This is an optimization exercise on Yosys and OpenROAD, whose aim is small area, a short achievable clock period and few clock cycles per item, not a production implementation.
For this run, only the layout was checked, not whether the RTL still works.

$ cat design/flow/config.mk
export PLATFORM = sky130hd
export DESIGN_NAME = alu
export DESIGN_NICKNAME = alu
export VERILOG_FILES = /design/flow/design.v
export SDC_FILE = /design/flow/constraint.sdc
export NUM_CORES = 4
export LEC_CHECK = 0
export CAP_MARGIN = 20
export CELL_PAD_IN_SITES_DETAIL_PLACEMENT = 1
export CELL_PAD_IN_SITES_GLOBAL_PLACEMENT = 2
export CORE_MARGIN = 2
export CORE_UTILIZATION = 25
export PLACE_DENSITY = 0.5
export SETUP_SLACK_MARGIN = 1.0
export SLEW_MARGIN = 20
$ cat design/flow/constraint.sdc
create_clock -name core_clock -period 5.0 [get_ports {clk}]
set_input_delay 1.0000 -clock core_clock [delete_from_list [all_inputs] [get_ports {clk}]]
set_output_delay 1.0000 -clock core_clock [all_outputs]
set_load 0.01 [all_outputs]
$ cat design/flow/design.v
module alu(
        input clk,
        input rst,
        input [2:0] operation,
        input [15:0] srcA_i,
        input [15:0] srcB_i,
        input [15:0] sortNum0_i,
        input [15:0] sortNum1_i,
        input [15:0] sortNum2_i,
        input [15:0] sortNum3_i,
        input [15:0] sortNum4_i,
        input [15:0] sortNum5_i,
        input [15:0] sortNum6_i,
        input [15:0] sortNum7_i,
        input [15:0] sortNum8_i,
        output [15:0] data_o,
        output [15:0] sortNum0_o,
        output [15:0] sortNum1_o,
        output [15:0] sortNum2_o,
        output [15:0] sortNum3_o,
        output [15:0] sortNum4_o,
        output [15:0] sortNum5_o,
        output [15:0] sortNum6_o,
        output [15:0] sortNum7_o,
        output [15:0] sortNum8_o,
        output reg        done
);
localparam [2:0] OP_ADD  = 3'd0;
localparam [2:0] OP_SUB  = 3'd1;
localparam [2:0] OP_MUL  = 3'd2;
localparam [2:0] OP_DIV  = 3'd3;
localparam [2:0] OP_SORT = 3'd4;
wire [15:0] a = srcA_i;
wire [15:0] b = srcB_i;
reg  [3:0]  cnt;
reg  [15:0] H, L, D;
reg  [16:0] D3;
reg         prev;       
reg  [8:0]  cmp;        
reg  [15:0] R;          
reg         fmax, fmin;
reg  [15:0] S [0:8];
assign data_o = {(R[15] & ~fmax) | fmin, (R[14:0] | {15{fmax}}) & ~{15{fmin}}};
assign sortNum0_o = S[0];
assign sortNum1_o = S[1];
assign sortNum2_o = S[2];
assign sortNum3_o = S[3];
assign sortNum4_o = S[4];
assign sortNum5_o = S[5];
assign sortNum6_o = S[6];
assign sortNum7_o = S[7];
assign sortNum8_o = S[8];
wire first = (cnt == 4'd0);
function gt24;
        input [23:0] x;
        input [23:0] y;
        reg   [23:0] g, p;
        reg   [11:0] g1, p1;
        reg   [5:0]  g2, p2;
        reg   [2:0]  g3, p3;
        integer i;
        begin
                g = x & ~y;
                p = x | ~y;
                for (i = 0; i < 12; i = i + 1) begin
                        g1[i] = g[2*i+1] | (p[2*i+1] & g[2*i]);
                        p1[i] = p[2*i+1] & p[2*i];
                end
                for (i = 0; i < 6; i = i + 1) begin
                        g2[i] = g1[2*i+1] | (p1[2*i+1] & g1[2*i]);
                        p2[i] = p1[2*i+1] & p1[2*i];
                end
                for (i = 0; i < 3; i = i + 1) begin
                        g3[i] = g2[2*i+1] | (p2[2*i+1] & g2[2*i]);
                        p3[i] = p2[2*i+1] & p2[2*i];
                end
                gt24 = g3[2] | (p3[2] & (g3[1] | (p3[1] & g3[0])));
        end
endfunction
function [15:0] lor16;
        input [15:0] x;
        reg   [15:0] o;
        integer i, l;
        begin
                o = x;
                for (l = 1; l < 16; l = l * 2)
                        for (i = 15; i >= l; i = i - 1)
                                o[i] = o[i] | o[i-l];
                lor16 = {o[14:0], 1'b0};
        end
endfunction
wire        is_sub = operation[0];
wire        mul0;                   
wire [15:0] m0_a, m0_b;
wire        m0_c;
wire [15:0] as_x   = mul0 ? m0_a : a;
wire [15:0] as_y   = mul0 ? m0_b : b ^ {16{is_sub}};
wire        as_ci  = mul0 ? m0_c : is_sub;
wire [15:0] as_r   = as_x + as_y + {15'd0, as_ci};
wire        as_ov  = ~a[15] & (b[15] ^ ~is_sub) & as_r[15];
wire        as_un  =  a[15] & (b[15] ^  is_sub) & ~as_r[15];
wire [15:0] na   = a ^ lor16(a);              
wire        m0p  = ~b[1] & b[0], m0n = b[1] & ~b[0];
assign mul0 = (operation == OP_MUL) & first;
assign m0_a = {1'b0, {15{b[0]}} & na[15:1]};
assign m0_b = (a & {16{m0p | m0n}}) ^ {16{m0n}};
assign m0_c = m0n;
wire [15:0] m0_s = {as_r[15] ^ (b[0] & na[15]), as_r[14:0]};
reg         e1p, e1n, e2p, e2n;                        
wire [2:0]  bq  = first ? b[3:1] : L[3:1];             
wire [15:0] y1  = (D & {16{e1p | e1n}}) ^ {16{e1n}};
wire [15:0] y2  = (D & {16{e2p | e2n}}) ^ {16{e2n}};
wire        c1  = e1n;
wire [15:0] ms  = H ^ y1;
wire [15:0] mk  = H & y1;
wire        mt0 = ms[0] & c1;
wire        mo1 = ms[0] ^ c1;                          
wire [15:0] ua  = {1'b0, ms[15:1]};
wire [15:0] ub  = {1'b0, mk[14:0]};
wire        uc  = {ua[13:0], mt0} > {~ub[13:0], 1'b0};   
wire        mf  = (ua[14] | ub[14] | uc) & ~(ua[14] & ub[14] & uc);   
wire [15:0] cs_s = ua ^ ub ^ y2;
wire [15:0] cs_c = (ua & ub) | (ua & y2) | (ub & y2);
wire        rnd  = (L[11] & ^L[10:2]) | (L[12] & L[11] & ~^L[10:2]);
wire [4:0]  ql   = {mo1, L[15:12]} + {4'd0, rnd};
wire        mlast = (cnt == 4'd7);
wire        c5   = mlast & rnd & mo1 & (&L[15:12]);
wire [15:0] s2r  = cs_s + {cs_c[14:0], mt0 | c5} + {15'd0, e2n};
wire [15:0] s2   = {s2r[15] ^ mf, s2r[14:0]};
wire [15:0] mq   = {s2r[10:0], ql};
wire        sgn  = a[15] ^ b[15];
wire [15:0] am  = a ^ ({16{a[15]}} & lor16(a));      
wire [15:0] bm  = b ^ ({16{b[15]}} & lor16(b));      
wire [15:0] nb  = b ^ {16{b[15]}};
wire [16:0] t3a = {1'b0, nb};
wire [16:0] t3b = {nb, 1'b0};
wire [16:0] t3c = {15'd0, b[15], b[15]};
wire [16:0] bm3 = (t3a ^ t3b ^ t3c) + {((t3a & t3b) | (t3a & t3c) | (t3b & t3c)), 1'b0};
wire        bz    = (b == 16'd0);
wire        b1    = (b == 16'd1) | (b == 16'hffff);
wire        dv_g1 = am[15] & bz;
wire [1:0]  dv_t1 = {am[15], am[14]};
wire        dv_g2 = ((dv_t1 != 2'd0) & bz) | (dv_t1[1] & b1);
wire [1:0]  dv_t2 = (dv_g2 & b1) ? dv_t1 - 2'd1 : dv_t1;
wire [16:0] X    = {H, L[15]};
wire        h_gt = H[14:0] > D[14:0];
wire        h_eq = (H[14:0] == D[14:0]);
wire        d_g1 = (H[15] & ~D[15]) | (~(H[15] ^ D[15]) & h_gt);           
wire        d_ms = H[15] & ~D[15] & (h_gt | h_eq);                         
wire        d_ca = X[15:0] > D;
wire        x_gt = X[15:0] > D3[15:0];
wire        d_c3 = (X[16] & ~D3[16]) | (~(X[16] ^ D3[16]) & x_gt);         
wire        d_ch = X[16] & ~D3[16] & x_gt;                                 
wire        d_g2 = d_g1 ? (d_ms ? d_ch : d_c3) : d_ca;
wire [14:0] r0   = X[14:0];
wire [14:0] r1   = X[14:0] - D[14:0];
wire [14:0] r2   = X[14:0] - {D[13:0], 1'b0};
wire [14:0] r3   = X[14:0] - D3[14:0];
wire [14:0] rA   = d_g1 ? r2 : r0;
wire [14:0] rB   = d_g1 ? r3 : r1;
wire [14:0] rr   = d_g2 ? rB : rA;
wire [15:0] dq  = {L[13:0], d_g1, d_g2};
wire [15:0] orl = lor16({2'b00, L[13:0]});
wire        glo = d_g1 | d_g2;
wire [15:0] d_res = sgn ? {L[13:0] ^ (orl[13:0] | {14{glo}}), d_g1 ^ d_g2, d_g2} : dq;
wire [15:0] xin [0:8];
assign xin[0] = sortNum0_i;
assign xin[1] = sortNum1_i;
assign xin[2] = sortNum2_i;
assign xin[3] = sortNum3_i;
assign xin[4] = sortNum4_i;
assign xin[5] = sortNum5_i;
assign xin[6] = sortNum6_i;
assign xin[7] = sortNum7_i;
assign xin[8] = sortNum8_i;
reg  [15:0] sel;
integer u;
always @* begin
        sel = 16'd0;
        for (u = 0; u < 9; u = u + 1)
                sel = sel | (xin[u] & {16{cnt == u || (u == 8 && cnt > 8)}});
end
reg [8:0] cmp_n;
integer j;
always @* begin
        for (j = 0; j < 9; j = j + 1)
                cmp_n[j] = {sel, 1'b1} > {xin[j], ~(j < cnt)};
end
reg [3:0] rank;
integer k;
always @* begin
        rank = 4'd0;
        for (k = 0; k < 9; k = k + 1)
                rank = rank + {3'd0, cmp[k]};
end
wire last = (operation == OP_MUL)  ? (cnt == 4'd7)  :
            (operation == OP_DIV)  ? (cnt == 4'd12) :
            (operation == OP_SORT) ? (cnt == 4'd9)  : 1'b1;
always @(posedge clk or posedge rst) begin
        if (rst) begin
                cnt  <= 4'd0;
                done <= 1'b0;
        end else begin
                cnt  <= last ? 4'd0 : cnt + 4'd1;
                done <= last;
        end
end
always @(posedge clk) begin
        cmp <= cmp_n;
        D3  <= bm3;
        e1p <= ~bq[1] & bq[0];
        e1n <= bq[1] & ~bq[0];
        e2p <= ~bq[2] & bq[1];
        e2n <= bq[2] & ~bq[1];
        case (operation)
        OP_MUL: begin
                if (first) begin
                        H    <= {m0_s[15], m0_s[15:1]};
                        L    <= {m0_s[0], a[0] & b[0], b[15:2]};
                        prev <= b[1];
                end else begin
                        H    <= {s2[15], s2[15:1]};
                        L    <= {s2[0], mo1, L[15:2]};
                        prev <= L[1];
                end
                D    <= a;
                R    <= mq;
                fmax <= ~sgn & mq[15];
                fmin <= sgn & ~mq[15];
        end
        OP_DIV: begin
                if (first) begin
                        H <= {13'd0, dv_t2, am[13]};
                        L <= {am[12:0], 1'b0, dv_g1, dv_g2};
                end else begin
                        H <= {rr, L[14]};
                        L <= {L[13:0], d_g1, d_g2};
                end
                prev <= L[1];
                D    <= bm;
                R    <= d_res;
                fmax <= 1'b0;
                fmin <= 1'b0;
        end
        OP_SORT: begin
                H    <= {s2[15], s2[15:1]};
                L    <= {s2[0], mo1, L[15:2]};
                prev <= L[1];
                D    <= sel;
                R    <= as_r;
                fmax <= as_ov;
                fmin <= as_un;
        end
        default: begin
                H    <= {s2[15], s2[15:1]};
                L    <= {s2[0], mo1, L[15:2]};
                prev <= L[1];
                D    <= a;
                R    <= as_r;
                fmax <= as_ov;
                fmin <= as_un;
        end
        endcase
end
integer p;
always @(posedge clk)
        if (operation == OP_SORT && !first)
                for (p = 0; p < 9; p = p + 1)
                        if (rank == p) S[p] <= D;
endmodule
$ cat design/flow/run.sh
#!/bin/bash
# synth_recipe.tcl (not shown) runs the flow's synth.tcl, then flattens the netlist and writes it again
# the make line also repeats each setting of config.mk as NAME=value (left out here)
make -C /OpenROAD-flow-scripts/flow DESIGN_CONFIG=/design/flow/config.mk WORK_HOME=/design/flow/orfs CLKGATE_MAP_FILE= SYNTH_SCRIPT=/design/flow/synth_recipe.tcl finish
==> reports/metrics.json <==
{
  "power.ir.vdd_worst": {"value": 0.000266, "unit": "V"},
  "total_core_area": {"value": 84900, "unit": "µm²"},
  "final_antenna_net_count": {"value": 0},
  "number_of_buffers_on_the_longest_clock_path": {"value": 3},
  "gr-usage-all-layers": {"value": 24.2, "unit": "%"},
  "synth_top_area_cell": {"value": "sky130_fd_sc_hd__edfxtp_1"},
  "number_of_cell_rows": {"value": 107},
  "finalPower": {"value": 16.1, "unit": "mW"},
  "power.static_leakage": {"value": 13.3, "unit": "nW"},
  "synth_top_cell_area_share": {"value": 20.2, "unit": "%"},
  "hold_viol": {"value": 0},
  "crit_path_max_fanout": {"value": 5},
  "ctsHtreeMaxLevel": {"value": 2},
  "flow.area_growth_from_synthesis": {"value": 42.6, "unit": "%"},
  "synth.net_count": {"value": 2894},
  "power_density_over_the_cells": {"value": 528, "unit": "nW/µm²"},
  "worst-setup-path-type": {"value": "reg -> reg"},
  "synth_enable_flop_cells": {"value": 144},
  "regArea": {"value": 6400, "unit": "µm²"},
  "tightestPinTransition": {"value": 1.12, "unit": "ns"},
  "synth.area.mux_share": {"value": 2.28, "unit": "%"},
  "netlist_top_cells_area": {"value": "sky130_fd_sc_hd__edfxtp_1 20%, sky130_fd_sc_hd__ha_1 19%, sky130_fd_sc_hd__dfxtp_1 9.0%, sky130_fd_sc_hd__inv_1 4.1%, sky130_fd_sc_hd__xnor2_1 3.6%"},
  "routed_wl": {"value": 107000, "unit": "µm"},
  "rsz0062_at_grt": {"value": "true"},
  "ios": {"value": 342},
  "fillers": {"value": 9760},
  "ys.warnings.count": {"value": 2},
  "via_count_of_the_first_global_routing_pass": {"value": 22000},
  "cp_dominant_cell_by_count": {"value": "sky130_fd_sc_hd__a31o_2"},
  "timing.max_cap.violations": {"value": 0},
  "clk_pin_slew_worst_paths": {"value": 0.06, "unit": "ns"},
  "timing_max_transition_violations_final": {"value": 0},
  "post_synth_inst_count": {"value": 2368},
  "synth_compound_area_share": {"value": 20.3, "unit": "%"},
  "largest_family_of_logic_cells_by_synthesized_area": {"value": "adder cells"},
  "run_status": {"value": "complete, no violations"},
  "critPathCaptureType": {"value": "register"},
  "cts.sinks": {"value": 245},
  "timing.critical_path.slowest_stage_cell": {"value": "sky130_fd_sc_hd__or4_4"},
  "global_route.overflow_total": {"value": 0},
  "drcViolationCount": {"value": 0},
  "num_vias": {"value": 20600},
  "fin_skew": {"value": 0.0240, "unit": "ns"},
  "clk-insertion-delay-late": {"value": 0.55, "unit": "ns"},
  "timing.hold.ws": {"value": 0.591, "unit": "ns"},
  "instances_no_fill": {"value": 4116},
  "vias_per_cell": {"value": 5.00},
  "synth_ff_type": {"value": "sky130_fd_sc_hd__edfxtp_1"},
  "area_occupied_by_multi_input_gates": {"value": 14700, "unit": "µm²"},
  "synthAdderAreaFrac": {"value": 21.2, "unit": "%"},
  "drt-initial-drc-count": {"value": 1051},
  "achievable-frequency": {"value": 218, "unit": "MHz"},
  "yosys.cell_types.count": {"value": 86},
  "fin_area": {"value": 30500, "unit": "µm²"},
  "number_of_antenna_violations_at_the_first_check_in_global_routing": {"value": 2},
  "place.detailed.instances": {"value": 3997},
  "x_dimension_of_the_die": {"value": 296, "unit": "µm"},
  "min_path_cells": {"value": 2},
  "gp_weighted_congestion": {"value": 0.869},
  "cp_slowest_stage_delay": {"value": 0.49, "unit": "ns"},
  "synth.cell_area": {"value": 21400, "unit": "µm²"},
  "hold_class": {"value": "reg -> reg"},
  "share_of_the_synthesized_netlist_area_taken_by_xor_and_xnor_gates": {"value": 6.31, "unit": "%"},
  "cts_tree": {"value": "yes"},
  "required": {"value": 5.44, "unit": "ns"},
  "dp_hpwl": {"value": 88600, "unit": "µm"},
  "critical_path.startpoint_type": {"value": "register"},
  "ctsHoldBuffers": {"value": 0},
  "first_pass_iters": {"value": 6},
  "fin_tns_setup": {"value": 0, "unit": "ns"},
  "post_drt_wl_per_cell": {"value": 26.1, "unit": "µm"},
  "ctsRootBufferMaster": {"value": "sky130_fd_sc_hd__clkbuf_16"},
  "critical_path.cell_chain": {"value": "inv_4 -> ha_4 -> and4_4 -> nand2_4 -> or4_4 -> a31oi_4 -> and2_4 -> nor2_2 -> a21o_1 -> inv_1 -> ha_1 -> nor2b_4 -> o31a_1 -> o41ai_4 -> buf_4 -> o2111ai_4 -> a31o_2 -> a21oi_2 -> xor2_1 -> nand2b_1 -> a31o_2"},
  "die_height": {"value": 296, "unit": "µm"},
  "seq_area_frac_synth": {"value": 29.8, "unit": "%"},
  "ffs_latches_synth": {"value": 245},
  "dieArea": {"value": 87800, "unit": "µm²"},
  "share_of_layout_cells_above_drive_strength_1": {"value": 20.6, "unit": "%"},
  "timing.reg2reg.worst_path_depth": {"value": 21},
  "worst_slew_margin_rel": {"value": 25.2, "unit": "%"},
  "layout_worst_path_cycle_share": {"value": 91.7, "unit": "%"},
  "final_setup_vio_count": {"value": 0},
  "synth-simple-area-share": {"value": 13.8, "unit": "%"},
  "start_util": {"value": 25.2, "unit": "%"},
  "finalWorstPathRequiredPeriod": {"value": 4.59, "unit": "ns"},
  "tritoncts.num_buffers": {"value": 34},
  "synth-async-reset-ratio": {"value": 2.04, "unit": "%"},
  "synthesis.area_per_instance": {"value": 9.02, "unit": "µm²"},
  "post_dp_cell_area": {"value": 28100, "unit": "µm²"},
  "crit_arrival": {"value": 5.02, "unit": "ns"},
  "global_route_wire_length_before_repair": {"value": 155000, "unit": "µm"},
  "largest_net_degree_at_the_start_of_global_routing": {"value": 56},
  "final_net_count": {"value": 3470},
  "portBuffers": {"value": 341}
}
==> kinds of logic (layout without fill, tap and decap cells) <==
logic type	Yosys count	count (layout)
AOI/OAI and AO/OA	625	625
and+or+nand+nor	606	606
buffers and inverters	349	951
adders and majority gates	345	345
DFF	245	245
xor gates and xnor gates	153	153
muxes	45	45
other	0	2
==> what timing repair did <==
action / CTS / global route
buffers inserted: 28 / 26
gates resized for setup: 109 / 115
hold endpoints to repair: 0 / 0
endpoints found under the setup margin: 62 / 89
gates cloned: 1 / 0
pin swaps: 57 / 66
==> report_power, final <==
part / internal, mW / switching [mW]
sequential: 2.53 / 0.338
combinational: 4.62 / 6.14
clock: 1.41 / 1.05
==> sequential cells by signal, indices dropped and copies added, names as in the netlist <==
register  cells
e2p           1
fmax          1
cnt           4
R            16
L            16
H            16
D            16
fmin          1
done          1
D3           17
e2n           1
e1n           1
e1p           1
cmp           9
S           144
==> worst max-delay path, delay by kind of cell, from the launching register on <==
kind            cells  cell delay [ns]
compound gates      8             1.75
xor+xnor            1             0.15
fa+ha+maj           2             0.48
buf+inv             3             0.33
flops               1             0.41
simple gates        7             1.35
==> Yosys cell counts (6+ instances only) <==
cell                        number
sky130_fd_sc_hd__clkbuf_1       93
sky130_fd_sc_hd__nand3_1        63
sky130_fd_sc_hd__xor2_1         63
sky130_fd_sc_hd__nand4_1        34
sky130_fd_sc_hd__a31oi_1        12
sky130_fd_sc_hd__o21ai_0        86
sky130_fd_sc_hd__mux2_2         30
sky130_fd_sc_hd__mux2i_1        15
sky130_fd_sc_hd__nor3_1         46
sky130_fd_sc_hd__o22a_1          7
sky130_fd_sc_hd__a22o_1         24
sky130_fd_sc_hd__o221ai_1        6
sky130_fd_sc_hd__o21a_1         50
sky130_fd_sc_hd__a41oi_1         6
sky130_fd_sc_hd__nand2_1       132
sky130_fd_sc_hd__a221oi_1       17
sky130_fd_sc_hd__o211ai_1       27
sky130_fd_sc_hd__a211oi_1       15
sky130_fd_sc_hd__and3_1         15
sky130_fd_sc_hd__edfxtp_1      144
sky130_fd_sc_hd__a211o_1         8
sky130_fd_sc_hd__buf_1          14
sky130_fd_sc_hd__a21oi_1       149
sky130_fd_sc_hd__inv_1         233
sky130_fd_sc_hd__a22oi_1        44
sky130_fd_sc_hd__o21bai_1        8
sky130_fd_sc_hd__o31ai_1        21
sky130_fd_sc_hd__fa_1           27
sky130_fd_sc_hd__and2_1          9
sky130_fd_sc_hd__o211a_1         7
sky130_fd_sc_hd__nand4b_1        6
sky130_fd_sc_hd__and4_1          7
sky130_fd_sc_hd__xnor2_1        89
sky130_fd_sc_hd__or3_1          12
sky130_fd_sc_hd__nor4_1         10
sky130_fd_sc_hd__dfxtp_1        96
sky130_fd_sc_hd__a21o_1         51
sky130_fd_sc_hd__nor2b_1        34
sky130_fd_sc_hd__a2111oi_0       8
sky130_fd_sc_hd__nor2_1        191
sky130_fd_sc_hd__o22ai_1         8
sky130_fd_sc_hd__ha_1          318
sky130_fd_sc_hd__a221o_1        15
sky130_fd_sc_hd__nand2b_1       21
sky130_fd_sc_hd__a222oi_1       15
==> worst paths after layout <==
kind	startpoint	endpoint	slack [ns]
min in group asynchronous	rst	done$_DFF_PP0_	0.67
max in group asynchronous	rst	cnt[1]$_DFF_PP0_	4.12
setup reg to reg	D[8]$_DFF_P_	H[14]$_DFF_P_	0.41
setup / recovery	D[8]$_DFF_P_	H[14]$_DFF_P_	0.41
hold reg to reg	L[1]$_DFF_P_	e1p$_DFF_P_	0.59
hold / removal	L[1]$_DFF_P_	e1p$_DFF_P_	0.59
==> layout by cell type (no fill, tap or decap), types with 29 or more instances in the layout <==
cell | synthesis | routed
sky130_fd_sc_hd__nor3_1 | 46 | 34
sky130_fd_sc_hd__ha_1 | 318 | 302
sky130_fd_sc_hd__o21a_1 | 50 | 50
sky130_fd_sc_hd__nor2b_1 | 34 | 29
sky130_fd_sc_hd__xor2_1 | 63 | 57
sky130_fd_sc_hd__nand2_1 | 132 | 122
sky130_fd_sc_hd__o21ai_0 | 86 | 67
sky130_fd_sc_hd__a21o_1 | 51 | 50
sky130_fd_sc_hd__clkbuf_16 | 0 | 34
sky130_fd_sc_hd__nand3_1 | 63 | 56
sky130_fd_sc_hd__inv_1 | 233 | 219
sky130_fd_sc_hd__edfxtp_1 | 144 | 144
sky130_fd_sc_hd__a21oi_1 | 149 | 137
sky130_fd_sc_hd__a22oi_1 | 44 | 43
sky130_fd_sc_hd__dfxtp_1 | 96 | 84
sky130_fd_sc_hd__buf_4 | 1 | 293
sky130_fd_sc_hd__nand4_1 | 34 | 34
sky130_fd_sc_hd__clkdlybuf4s50_1 | 0 | 323
sky130_fd_sc_hd__nor2_1 | 191 | 175
sky130_fd_sc_hd__mux2_2 | 30 | 29
sky130_fd_sc_hd__xnor2_1 | 89 | 82
==> routing by layer <==
layer	vias up	GRT usage [%]	wire length, µm
li1	9784	-	-
met1	10300	31.6	48600
met2	384	43.8	54000
met3	82	1.98	2950
met4	0	4.45	1720
met5	-	0	0
==> metrics by stage <==
step | util [%] | setup WS [ns]
finish | 35.9 | 0.414
global route | 35.9 | 0.244
CTS | 35.1 | 0.374
detailed placement | 33.1 | -0.305
global placement | 33.1 | -0.285
floorplan | - | 0.567
==> area by class of cell <==
class                           count  area share [%]
Multi-Input combinational cell   1774            48.3
Inverter                          233            3.00
Sequential cell                   245            21.0
Timing Repair Buffer              656            19.3
Tap cell                         1144            4.70
Clock buffer                       42            2.96
Clock inverter                     20           0.673
Antenna cell                        2          0.0164

## port drivers added, routing unchanged
How much do the figures lean on ideal ports? The routed layout below was timed once more, with nothing changed but the port constraints. Step 1: set_driving_cell puts a clkbuf_16 on clk and a buf_2 on each other input, an assumption about the parent block. Step 2 moves the port delays by t, midway between the first and last clock arrival at a register: inputs arrive t later, outputs are due t later. That takes back most of the time a late clock gives input paths. Slacks: ideal / step 1 / step 2; pairs: ideal / step 1.
t (ns): 0.611
setup slack, ns: 0.414 / 0.414 / 0.228
worst setup path after step 2: input to register
worst slew at a driven data input, ns: 0.06
After both steps this run still meets setup and hold. The setup slack of this run moves by 0.000 ns with the drivers and by -0.186 ns with both steps.
